Context: an optimization exercise on an open-source flow, tuned for small area, a short achievable clock period and few clock cycles. The choices shown serve that exercise and are no tape-out recipe.
In this exercise RTL edits were held to simulation tests only and were not proved equivalent to the original.
Power is estimated from default activity; no workload was simulated.

## delta
Design rv32i_core, start of the top module:
module rv32i_core (
    input  logic        clk,
    input  logic        rst_n,
    output logic [31:0] imem_addr,
    input  logic [31:0] imem_rdata,
    output logic [31:0] dmem_addr,
    output logic [3:0]  dmem_we,
    output logic [31:0] dmem_wdata,
    input  logic [31:0] dmem_rdata,
    output logic        halt
);
Size in the first run: about 5200 cells after synthesis, roughly 1300 flip-flops, roughly 170 I/O pins, about 63000 sq um of cells after synthesis.
Settings: LEC_CHECK=0, CAP_MARGIN=20, CORE_MARGIN=2, CORE_UTILIZATION=40, PLACE_DENSITY=0.6, SLEW_MARGIN=20, SYNTH_HIERARCHICAL=1; clock period 11.0 ns.
standard.sh (not shown) runs the stock make flow with config.mk's settings and CLKGATE_MAP_FILE= SYNTH_SCRIPT=/design/flow/synth_recipe.tcl, a recipe that flattens the netlist after the stock synthesis.
==> flow/flow/run.sh <==
#!/bin/bash
# Layout flow: the standard ORFS flow (standard.sh, unchanged synthesis and
# steps) with these changes:
#  - the port buffers are sky130_fd_sc_hd__buf_2 cells rather than the delay
#    cells buffer_ports picks by default;
#  - clock tree synthesis uses sky130_fd_sc_hd__clkbuf_16 only, clusters of up
#    to 20 sinks within 100 um, and adds no dummy loads (fewer clock buffers;
#    flip-flop clock slew stays near 100 ps);
set -uo pipefail
CTS="-sink_clustering_enable -repair_clock_nets -dont_use_dummy_load"
CTS="$CTS -buf_list sky130_fd_sc_hd__clkbuf_16 -sink_clustering_size 20 -sink_clustering_max_diameter 100"
if ! bash standard.sh "BUFFER_PORTS_ARGS=-buffer_cell sky130_fd_sc_hd__buf_2" "CTS_ARGS=$CTS" \
        "SETUP_SLACK_MARGIN=6.5" finish > orfs_flow.log 2>&1; then
    tail -40 orfs_flow.log
    exit 1
fi
delta: flow completed, timing, DRC and antenna clean
Testbench counts of delta, summed over its fixed seeds: cycles 39,729.
diff inputs: delta => harbor
-- flow/design.v --
<<< delta, line 39
    logic        e_lb, e_lh, e_lw, e_ld_s;
    logic        e_fa, e_fo, e_fx;    
    logic        e_wa, e_wo, e_wx;    
    logic [31:0] m_res;      
    logic [31:0] m_wdata;
>>> harbor, line 39
    logic        e_lb, e_lh, e_lw, e_ld_s;
    logic        e_fa, e_fo, e_fx;    
    logic [31:0] m_res;      
    logic [31:0] m_wdata;
<<< delta, line 45
    logic [4:0]  m_rd;
    logic        m_wb, m_lb, m_lh, m_lw, m_ld_s;
    logic [31:0] w_res;
    logic [31:0] fi;
    assign fi = imem_rdata;
>>> harbor, line 44
    logic [4:0]  m_rd;
    logic        m_wb, m_lb, m_lh, m_lw, m_ld_s;
    logic [31:0] fi;
    assign fi = imem_rdata;
<<< delta, line 76
    assign f_sub = f_br | (f_op_r & fi[30] & (f_f3 == 3'b000)) | (f_alu & (f_f3[2:1] == 2'b01));
    logic [31:0] ea, eo, ex;
    always_comb begin
        if (e_fa)       ea = m_res;
        else if (e_wa)  ea = w_res;
        else            ea = a_reg;
        if (e_fo)       eo = m_res ^ {32{e_sub}};
        else if (e_wo)  eo = w_res ^ {32{e_sub}};
        else            eo = op2x;
        if (e_fx)       ex = m_res;
        else if (e_wx)  ex = w_res;
        else            ex = x_reg;
    end
    logic [32:0] sum33;
    assign sum33 = {1'b0, ea} + {1'b0, eo} + {32'd0, e_sub};
>>> harbor, line 74
    assign f_sub = f_br | (f_op_r & fi[30] & (f_f3 == 3'b000)) | (f_alu & (f_f3[2:1] == 2'b01));
    logic [31:0] ea, eo, ex;
    assign ea = e_fa ? m_res : a_reg;
    assign eo = e_fo ? (m_res ^ {32{e_sub}}) : op2x;
    assign ex = e_fx ? m_res : x_reg;
    logic [32:0] sum33;
    assign sum33 = {1'b0, ea} + {1'b0, eo} + {32'd0, e_sub};
<<< delta, line 201
    endgenerate
    logic [31:0] f_rs1, f_rs2;
    assign f_rs1 = rf_rs1;
    assign f_rs2 = rf_rs2;
    assign imem_addr = {pc_f, 2'b00};
    logic [31:2] f_pc4;
>>> harbor, line 191
    endgenerate
    logic [31:0] f_rs1, f_rs2;
    assign f_rs1 = (m_wb & (m_rd == rs1_f)) ? wb_data : rf_rs1;
    assign f_rs2 = (m_wb & (m_rd == rs2_f)) ? wb_data : rf_rs2;
    assign imem_addr = {pc_f, 2'b00};
    logic [31:2] f_pc4;
<<< delta, line 232
        else                      f_x = {f_pc4, 2'b00};     
    end
    logic f_fa, f_fb, f_wa, f_wb;
    assign f_fa = e_wb & (e_rd == rs1_f);
    assign f_fb = e_wb & (e_rd == rs2_f);
    assign f_wa = m_wb & (m_rd == rs1_f);
    assign f_wb = m_wb & (m_rd == rs2_f);
    logic go, halting;
    assign halting = halt_r | e_sys;
>>> harbor, line 222
        else                      f_x = {f_pc4, 2'b00};     
    end
    logic f_fa, f_fb;
    assign f_fa = e_wb & (e_rd == rs1_f);
    assign f_fb = e_wb & (e_rd == rs2_f);
    logic go, halting;
    assign halting = halt_r | e_sys;
<<< delta, line 294
        e_fo     <= f_fb & (f_op_r | f_br);
        e_fx     <= f_fb;
        e_wa     <= f_wa;
        e_wo     <= f_wb & (f_op_r | f_br);
        e_wx     <= f_wb;
        a_reg    <= f_rs1;
        x_reg    <= f_x;
>>> harbor, line 282
        e_fo     <= f_fb & (f_op_r | f_br);
        e_fx     <= f_fb;
        a_reg    <= f_rs1;
        x_reg    <= f_x;
<<< delta, line 307
        m_lw     <= e_lw;
        m_ld_s   <= e_ld_s;
        w_res    <= wb_data;
    end
    assign halt = halt_r;
>>> harbor, line 292
        m_lw     <= e_lw;
        m_ld_s   <= e_ld_s;
    end
    assign halt = halt_r;
harbor finished every stage and its layout cleared the timing, design-rule and antenna checks. Looking at via density per instance, harbor sits 0.035 below delta. Compared with delta, harbor shows synthesized cell count that has gone down by a few percent. Note that the pin count of the biggest net entering global routing recorded for delta amounts to 1.08 times the value seen in harbor. Changes observed in harbor relative to delta: combinational power decreased about 6%, remaining global-route overflow essentially unchanged, core utilization increased 0.33 points, power density normalized to cell area decreased 3.3%. harbor against delta: power attributed to sequential cells shrank by 3.4%, global router's overall resource usage fell 1.1 points, count of clock-buffer cells in the layout dropped 3. Worst-case hold slack for harbor is lower than for delta. Endpoint of the worst setup timing path = op2x[20]: harbor; endpoint of the worst setup timing path = x_reg[25]: delta. harbor vs. delta: total wirelength of the detailed-routed design -about 4.6%, layout-stage area growth over the synthesis result +1.2 points.
Testbench counts of harbor, summed over its fixed seeds: cycles 39,729.

-- static timing again, ports no longer ideal --
The results above use ideal ports. As a check the final layouts listed here were re-extracted and re-timed, cells and wires unchanged. Step 1 assumes that a clkbuf_16 drives the clock port and a buf_2 every other input. Step 2 moves the port delays by t, midway between the first and last clock arrival at a register: inputs arrive t later, outputs are due t later. That takes back most of the time a late clock gives input paths. Slacks: ideal ports / drivers / drivers and shift; pairs: ideal ports / drivers.
| run | shift t [ns] | setup slack, ns | pins driven straight from the clock port |
|---|---|---|---|
| delta | 0.771 | 6.377 / 6.391 / 5.620 | 1 |
| harbor | 0.770 | 6.278 / 6.231 / 5.460 | 1 |
After both steps setup and hold are still met in every run listed. For harbor, which loses most, drivers alone change the setup slack by -0.047 ns; drivers and shift together by -0.818 ns.
